Background: an optimization exercise with open tools, aiming at small area. Do not read the settings as production practice. In this exercise RTL edits were held to simulation tests only and were not proved equivalent to the original. Power and IR drop assume default switching activity.

## flow/design.v (module list and top-level ports; edited modules follow where they fit)
// module Ducks_Rom: 1981 lines
// module Ducks_Drawer: 41 lines
// module Gun: 49 lines
// module Shot_Builder: 97 lines
// module RGe: 13 lines
// module Collision_Control: 22 lines
// module RAdd: 14 lines
// module Comparator: 17 lines
// module RDec: 13 lines
// module LfsrTimer: 11 lines
// module CLK_Divider: 15 lines
// module SineWave: 44 lines
// module Control_Drawer: 25 lines
// module VGA_LOGIC: 54 lines
// module Main: 144 lines
module Main(
	input clk,
	input reset,
	input izq,
	input der,
	input fire,
	input reload,
	output [1:0]red_out,
	output [1:0]green_out,
	output [1:0]blue_out,
	output hsync,
	output vsync,
	output reg [7:0]led,
	output shouldFinish,
	output [3:0]data_sound
	);
  // ...
==> flow/flow/run.sh <==
#!/bin/bash
# Own layout flow: the standard flow (standard.sh) with two changes.
# - Synthesis is the standard flow's (synth_recipe.tcl and ORFS's synth.tcl, otherwise
#   unchanged), but ABC maps the logic with flow/abc.script, an area-oriented
#   script (relaxed delay target, area-flow and exact-area rounds, mfs3 area
#   resubstitution, no buffering or upsizing); the clock period leaves ample
#   slack. Registers are mapped before ABC runs, so they are the standard
#   synthesis's.
# - Clock tree synthesis runs without dummy loads, with sinks clustered 28 to
#   a clkbuf_16 leaf buffer within 70 um.
# - Every input and output port still gets its buffer, but a buf_1 (the
#   outputs drive 0.01 pF and timing has ample slack).
# Each tool's output goes to layout.log here and to ORFS's logs in orfs/logs.
set -euo pipefail
HERE=$(pwd)
sed "s#^  log_cmd abc {\*}\$abc_args\$#  lset abc_args 1 $HERE/flow/abc.script\n  log_cmd abc {*}\$abc_args#" "$FLOW_HOME/scripts/synth.tcl" > flow_synth.tcl
grep -q "lset abc_args 1 $HERE/flow/abc.script" flow_synth.tcl
sed "s#\$::env(SCRIPTS_DIR)/synth.tcl#$HERE/flow_synth.tcl#" synth_recipe.tcl > flow_synth_recipe.tcl
grep -q "$HERE/flow_synth.tcl" flow_synth_recipe.tcl
CTS="-sink_clustering_enable -repair_clock_nets -dont_use_dummy_load -sink_clustering_size 28 -sink_clustering_max_diameter 70 -buf_list sky130_fd_sc_hd__clkbuf_16"
bash standard.sh "SYNTH_SCRIPT=$HERE/flow_synth_recipe.tcl" "CTS_ARGS=$CTS" \
	"BUFFER_PORTS_ARGS=-buffer_cell sky130_fd_sc_hd__buf_1" finish > layout.log 2>&1
==> flow/flow/abc.script <==
&get -n
&st
&syn2
&dch -f
&nf -R 1000 -F 8 -A 4
&st
&synch2
&dch -f
&nf -R 1000 -F 8 -A 4
&st
&synch2
&dch -f
&nf -R 1000 -F 8 -A 4
&put
mfs3 -a
topo
stime -c
dnsize -c
==> flow/standard.sh <==
#!/bin/bash
# synth_recipe.tcl (not shown) runs the flow's synth.tcl, then flattens the netlist and writes it again
# the make line also repeats each setting of config.mk as NAME=value (left out here)
make -C /OpenROAD-flow-scripts/flow DESIGN_CONFIG=/design/flow/config.mk WORK_HOME=/design/flow/orfs CLKGATE_MAP_FILE= SYNTH_SCRIPT=/design/flow/synth_recipe.tcl "${@:-finish}"
==> flow/config.mk <==
export PLATFORM = sky130hd
export DESIGN_NAME = Main
export DESIGN_NICKNAME = Main
export VERILOG_FILES = /design/flow/design.v
export SDC_FILE = /design/flow/constraint.sdc
export NUM_CORES = 4
export LEC_CHECK = 0
export CAP_MARGIN = 20
export CORE_MARGIN = 2
export CORE_UTILIZATION = 40
export CTS_BUF_LIST = sky130_fd_sc_hd__clkbuf_16
export CTS_CLUSTER_DIAMETER = 60
export CTS_CLUSTER_SIZE = 25
export SLEW_MARGIN = 20
export SYNTH_MEMORY_MAX_BITS = 16384
==> flow/constraint.sdc <==
create_clock -name core_clock -period 20.0 [get_ports {clk}]
set_input_delay 4.0000 -clock core_clock [delete_from_list [all_inputs] [get_ports {clk}]]
set_output_delay 4.0000 -clock core_clock [all_outputs]
set_load 0.01 [all_outputs]
==> notes.md, run 1 <==
Outcome
The run finished with no timing, DRC or antenna violations.

Cells and area
Leaving out filler cells and counting taps, the final layout contains roughly 3800. The top cell types in the final layout, fill and taps aside, are sky130_fd_sc_hd__dfxtp_1, sky130_fd_sc_hd__nand2_1, sky130_fd_sc_hd__clkinv_1. The post-synthesis to final-layout area growth is 8.72%.

The layout has 6295 filler cells.

Timing
For this run, the top clock speed supported by timing is about 89 MHz. The final critical-path share of the clock period is 55.9%. For the pin with the worst max-slew slack, the measured transition is 1.13 ns.

Power
Of the total power, the share spent switching nets is 32.9%. The internal power of the cells is 0.00162 W. The static leakage power is roughly 11 nW. The power of the combinational group is approximately 0.00069 W. The sequential group share of total power is 45.0%.

GRT
Entering global routing, the biggest net connects 67 pins. The initial antenna violation count is 2. The layer flagged by global routing as most heavily used is met2.

Placement
During placement, the flow inserted port buffers numbering 26. The placement-stage worst setup slack is 8.43 ns. The total placed instance area is 28100 um^2.

Critical path
The path type of the worst setup path is input pin to flop. The highest net fanout along the worst path is 66. The startpoint of the most critical setup path is reset. The data arrival time at the worst-slack endpoint is 11.62 ns.

Clock network
Clock tree synthesis found a total of 479 sinks. Clock tree synthesis inserted a total of 35 buffers.

Synthesis
A synthesized cell averages 9.51 um^2. The commonest cells after synthesis are sky130_fd_sc_hd__dfxtp_1, sky130_fd_sc_hd__nand2_1, sky130_fd_sc_hd__clkinv_1. The synthesized design contains about 480 register bits.

The dominant cell type by area after synthesis is sky130_fd_sc_hd__dfxtp_1. Measured against the total synthesized area, the mux share comes to 0.630%. Synthesis produced a netlist whose cell count is 2798.

The XOR/XNOR share of the synthesized area is 2.50%.

Die
The overall die area is 68600 um^2.

Detailed routing
The remaining routing DRC violations is 0.
==> inputs of run 2 (changes only) <==
--- a/flow/flow/run.sh
+++ b/flow/flow/run.sh
@@ -7,7 +7,8 @@
 #   slack. Registers are mapped before ABC runs, so they are the standard
 #   synthesis's.
 # - Clock tree synthesis runs without dummy loads, with sinks clustered 28 to
-#   a clkbuf_16 leaf buffer within 70 um.
+#   a clkbuf_16 leaf buffer within 70 um, a clkbuf_4 root and clkbuf_8 tree
+#   buffers.
 # - Every input and output port still gets its buffer, but a buf_1 (the
 #   outputs drive 0.01 pF and timing has ample slack).
 # Each tool's output goes to layout.log here and to ORFS's logs in orfs/logs.
@@ -17,6 +18,6 @@
 grep -q "lset abc_args 1 $HERE/flow/abc.script" flow_synth.tcl
 sed "s#\$::env(SCRIPTS_DIR)/synth.tcl#$HERE/flow_synth.tcl#" synth_recipe.tcl > flow_synth_recipe.tcl
 grep -q "$HERE/flow_synth.tcl" flow_synth_recipe.tcl
-CTS="-sink_clustering_enable -repair_clock_nets -dont_use_dummy_load -sink_clustering_size 28 -sink_clustering_max_diameter 70 -buf_list sky130_fd_sc_hd__clkbuf_16"
+CTS="-sink_clustering_enable -repair_clock_nets -dont_use_dummy_load -sink_clustering_size 28 -sink_clustering_max_diameter 70 -buf_list sky130_fd_sc_hd__clkbuf_16 -root_buf sky130_fd_sc_hd__clkbuf_4 -tree_buf sky130_fd_sc_hd__clkbuf_8"
 bash standard.sh "SYNTH_SCRIPT=$HERE/flow_synth_recipe.tcl" "CTS_ARGS=$CTS" \
 	"BUFFER_PORTS_ARGS=-buffer_cell sky130_fd_sc_hd__buf_1" finish > layout.log 2>&1
==> run 2 against run 1 <==
  * Still clean on timing, DRC and antenna
  * Clock skew grew 0.076 ns
  * Via count is essentially flat
  * Die area is the same
==> notes.md, run 2 <==
Die
The row count is 94 (unchanged). The floorplan die width is 262 um (unchanged). The overall die area is 68600 um^2 (unchanged). The initial core utilization was 40.4% (unchanged).

The floorplan die height is 262 um (unchanged). The number of primary I/O pins came to 27 (unchanged). The core area is 65900 um^2 (unchanged).

Cells and area
The fraction of final layout cells with drive strength greater than 1 is 2.70% (unchanged). The final non-filler cell total is 3755 (unchanged). The post-synthesis to final-layout area growth is 8.39% (was 8.72%). The sequential cell area is 10300 um^2 (unchanged). The count of fill cells added during filler insertion came to 6304 (was 6295). The share of the core filled with cells is 43.8% (was 43.9%). The register containing the most flip-flops in the final layout is SB.X (unchanged). The leading cell type in the layout, fill and taps excluded is sky130_fd_sc_hd__dfxtp_1 (unchanged). Largest registers in the final layout: SB.X (80), SB.Y (72), tY.s (14) (unchanged). The flip-flop count of the largest register, all copies and words added is 80 (unchanged). The net total in the final layout came to 3258 (unchanged). The combined area of the multi-input logic cells is 15300 um^2 (unchanged).

Leading cell types in the layout, fill and taps excluded: sky130_fd_sc_hd__dfxtp_1, sky130_fd_sc_hd__nand2_1, sky130_fd_sc_hd__clkinv_1 (unchanged).

Synthesis
The fraction of post-synthesis cell area in the top cell type by area is 30.5% (unchanged). The main flop type after synthesis is sky130_fd_sc_hd__dfxtp_1 (unchanged). The post-synthesis sequential area ratio was 38.8% (unchanged). The total number of yosys warnings was 21 (unchanged).

The number of flip-flops and latches in the synthesized netlist was 479 (unchanged). Top cell types by occurrence after synthesis: sky130_fd_sc_hd__dfxtp_1, sky130_fd_sc_hd__nand2_1, sky130_fd_sc_hd__clkinv_1 (unchanged). The dominant cell type by area after synthesis is sky130_fd_sc_hd__dfxtp_1 (unchanged). The post-synth net total was 3164 (unchanged). The area of the mapped netlist is 26600 um^2 (unchanged). The per-instance average area after synthesis was 9.51 um^2 (unchanged).

The count of flip-flops with a built-in enable after synthesis is 74 (unchanged). The number of library cell types mapped by synthesis is 66 (unchanged). The post-synthesis async set-or-reset flop share is 0% (unchanged).

The library cell with the highest instance count after synthesis is sky130_fd_sc_hd__dfxtp_1 (unchanged). Largest cells by area after synthesis: sky130_fd_sc_hd__dfxtp_1, sky130_fd_sc_hd__fa_1, sky130_fd_sc_hd__edfxtp_1 (unchanged). The number of standard cells after synthesis came to 2798 (unchanged).

Clock network
The buffer depth of the longest clock path is 3 (unchanged). The post-CTS setup repair buffer count is 0 (unchanged). The number of buffers inserted for hold repair after clock tree synthesis is 0 (unchanged).

The CTS clock-pin slew for the worst setup and hold paths is 0.10 ns (about the same). The number of cells upsized or downsized after cts is 0 (unchanged). The clock network latency to the later pin of the worst-skew pair is 0.95 ns (was 0.59 ns). The number of clock buffers inserted by TritonCTS is 35 (unchanged).

The clock tree root buffer cell is sky130_fd_sc_hd__clkbuf_4 (was sky130_fd_sc_hd__clkbuf_16). The maximum level of the CTS H-tree was 2 (unchanged). The TritonCTS sink count was 479 (unchanged). The TritonCTS clock tree was built (unchanged).

Critical path
The data arrival time at the worst-slack endpoint is 11.64 ns (was 11.62 ns). The critical path capture point type was a flop (unchanged). The startpoint of the most critical setup path is reset (unchanged). The highest net fanout along the worst path was 66 (unchanged). The biggest cell delay along the critical path is 0.71 ns (was 0.72 ns). The nature of the critical path startpoint is an input pin (unchanged).

The path type of the worst setup path was input pin to flop (unchanged). The capturing instance or port of the critical path is CC.C2.collision$_DFF_P_ (unchanged). The worst-case reg-to-reg path depth is 37 (unchanged). The data required time of the critical path came to 20.70 ns (was 20.44 ns). The reg-to-reg setup timing slack is 10.03 ns (was 10.10 ns). The origin of the critical flop-to-flop path is segs[0]$_SDFFE_PP0P_ (unchanged). The cell with the most instances on the worst path is sky130_fd_sc_hd__fa_1 (unchanged). The cell with the largest stage delay on the worst path was sky130_fd_sc_hd__a32oi_1 (unchanged). The endpoint of the lowest-slack register-to-register path was CC.C2.collision$_DFF_P_ (unchanged).

Placement
The count of placed standard cells including taps came to 3719 (unchanged). The final weighted congestion of routability-driven global placement is 0.937 (unchanged). The half-perimeter wire length of the detailed placement result is 52.2 mm (unchanged). The number of port buffers was 26 (unchanged).

Timing
The max-slew headroom at the worst pin is 22.5% (was 23.8%). The post-route setup TNS is 0 ns (unchanged). The transition at the pin with the smallest max-transition slack is 1.15 ns (was 1.13 ns). The max-slew violation count is 0 (unchanged). The minimum period implied by the final worst setup slack was 10.93 ns (was 11.18 ns). The count of final setup violators came to 0 (unchanged). The final hold violation count is 0 (unchanged). The clock tree skew after final layout is 0.165 ns (was 0.0890 ns). Unrepaired setup endpoints after global routing: false (unchanged).

The final critical-path share of the clock period came to 54.7% (was 55.9%). The highest attainable clock frequency is 91.5 MHz (was 89.5 MHz).

GRT
The wire length of the first global-routing pass is 110 mm (about the same). The maximum number of pins on one net before global-route repair is 67 (unchanged). The global-route usage over all layers is 20.4% (was 20.3%). The initial antenna violation count is 3 (was 2). The number of global-route vias before repair is 20200 (about the same). The total congestion overflow is 0 (unchanged).

Power
The total power divided by cell area is 81.9 nW/um^2 (was 83.1 nW/um^2). The overall power of the completed layout is 0.00236 W (was 0.00241 W). The static leakage power is 11.2 nW (was 11.3 nW). The maximum VDD drop was 44.1 uV (was 44.2 uV).

Detailed routing
The remaining routing DRC violations is 0 (unchanged). The post-detailed-route count of antenna-violating nets is 0 (unchanged). The final wirelength is 69.4 mm (about the same). The detailed-routing iteration count for the pre-antenna-repair pass came to 12 (was 6). The average wire per cell in the routed design is 18.5 um (about the same). The number of violations reported at the end of detailed-routing iteration 0 was 1389 (was 1409).

The per-cell via count in the routed design was 5.46 (about the same). The vias after detailed routing came to 20500 (about the same).

Hold path
The kind of path behind the tightest hold check is flop to flop (unchanged).

Outcome
Result of the run: timing/DRC/antenna clean (unchanged).

Run
The number of max-cap violations is 0 (unchanged).
==> run 2: cell count changes in the layout (fill, tap and decap cells not counted) <==
cell and delta:
sky130_fd_sc_hd__clkbuf_16 -5, sky130_fd_sc_hd__clkbuf_4 +5
==> run 2: per-layer routing <==
layer,vias up,track usage (%),routed length (um)
met5,-,0,0
met4,0,6.58,2000
met3,137,2.09,3390
met2,571,33.6,32400
met1,9942,28.1,31600
li1,9840,-,-
==> run 2: cells by family after synthesis <==
logic type	share of synthesized area (%)
AO/OA/AOI/OAI	11.8
XOR/XNOR	2.50
adder cells (fa/ha/maj)	22.9
buffers and inverters	3.68
flip-flops	38.8
multiplexers	0.630
AND/OR/NAND/NOR	19.7
==> run 2: worst min-delay path by stage <==
| stage | from | to | slack, ns | cells past startpoint |
|---|---|---|---|---|
| after floorplan | temp$_SDFF_PP0_ | temp_q$_DFF_P_ | 0.32 | 0 |
| after global placement | temp$_SDFF_PP0_ | temp_q$_DFF_P_ | 0.33 | 0 |
| after detailed placement | temp$_SDFF_PP0_ | temp_q$_DFF_P_ | 0.34 | 0 |
| after CTS | temp$_SDFF_PP0_ | temp_q$_DFF_P_ | 0.36 | 0 |
| after global routing | temp$_SDFF_PP0_ | temp_q$_DFF_P_ | 0.36 | 0 |
| final | temp$_SDFF_PP0_ | temp_q$_DFF_P_ | 0.35 | 0 |
==> run 2: power by group <==
| part | internal, W | switching [W] | total, W |
|---|---|---|---|
| Sequential | 0.00104 | 0.0000433 | 0.00108 |
| Clock | 0.000271 | 0.000324 | 0.000594 |
| Combinational | 0.000266 | 0.000420 | 0.000685 |
| Total | 0.00158 | 0.000787 | 0.00236 |
==> run 2: cell type report <==
class                           count  area share (%)
Multi-Input combinational cell   2058            53.2
Tap cell                          864            3.75
Antenna cell                        1         0.00867
Sequential cell                   479            35.8
Inverter                          261            3.40
Clock buffer                       35            2.73
Timing Repair Buffer               57            1.16
==> run 2: worst max-delay path, delay by kind of cell <==
family | cells | cell delay [ns]
buffers and inverters | 5 | 1.37
adder cells (fa/ha/maj) | 10 | 3.42
AND/OR/NAND/NOR | 9 | 1.24
AO/OA/AOI/OAI | 5 | 1.46
==> run 2: metrics by stage <==
step	hold slack, ns	worst slack [ns]	cell area, um^2
after floorplan	0.324	8.55	26600
after global placement	0.333	8.56	28100
after detailed placement	0.336	8.43	28100
after CTS	0.357	9.31	28800
after global routing	0.362	8.59	28900
final	0.353	9.07	28900

==> separate check: timing with driven ports <==
Ports are ideal in the flow. The routed layouts listed here were re-timed in OpenROAD.
Step 1 sets driving cells, clkbuf_16 on the clock port and buf_2 on the other inputs (assumed; they add their load-dependent delay and slew).
Step 2 moves the port delays by t, midway between the first and last clock arrival at a register: inputs arrive t later, outputs are due t later. That takes back most of the time a late clock gives input paths.
Three values: ideal ports, drivers, drivers and shift; two values: the first two.
run | t (ns) | setup slack, ns | latest minus earliest clock arrival (ns)
run 1 | 0.618 | 8.821 / 8.852 / 8.234 | 0.105 / 0.104
run 2 | 0.917 | 9.066 / 9.094 / 8.177 | 0.187 / 0.188
After both steps setup and hold are still met in every run listed. The setup slack of run 2, which loses most, moves by +0.028 ns with the drivers and by -0.889 ns with both steps.
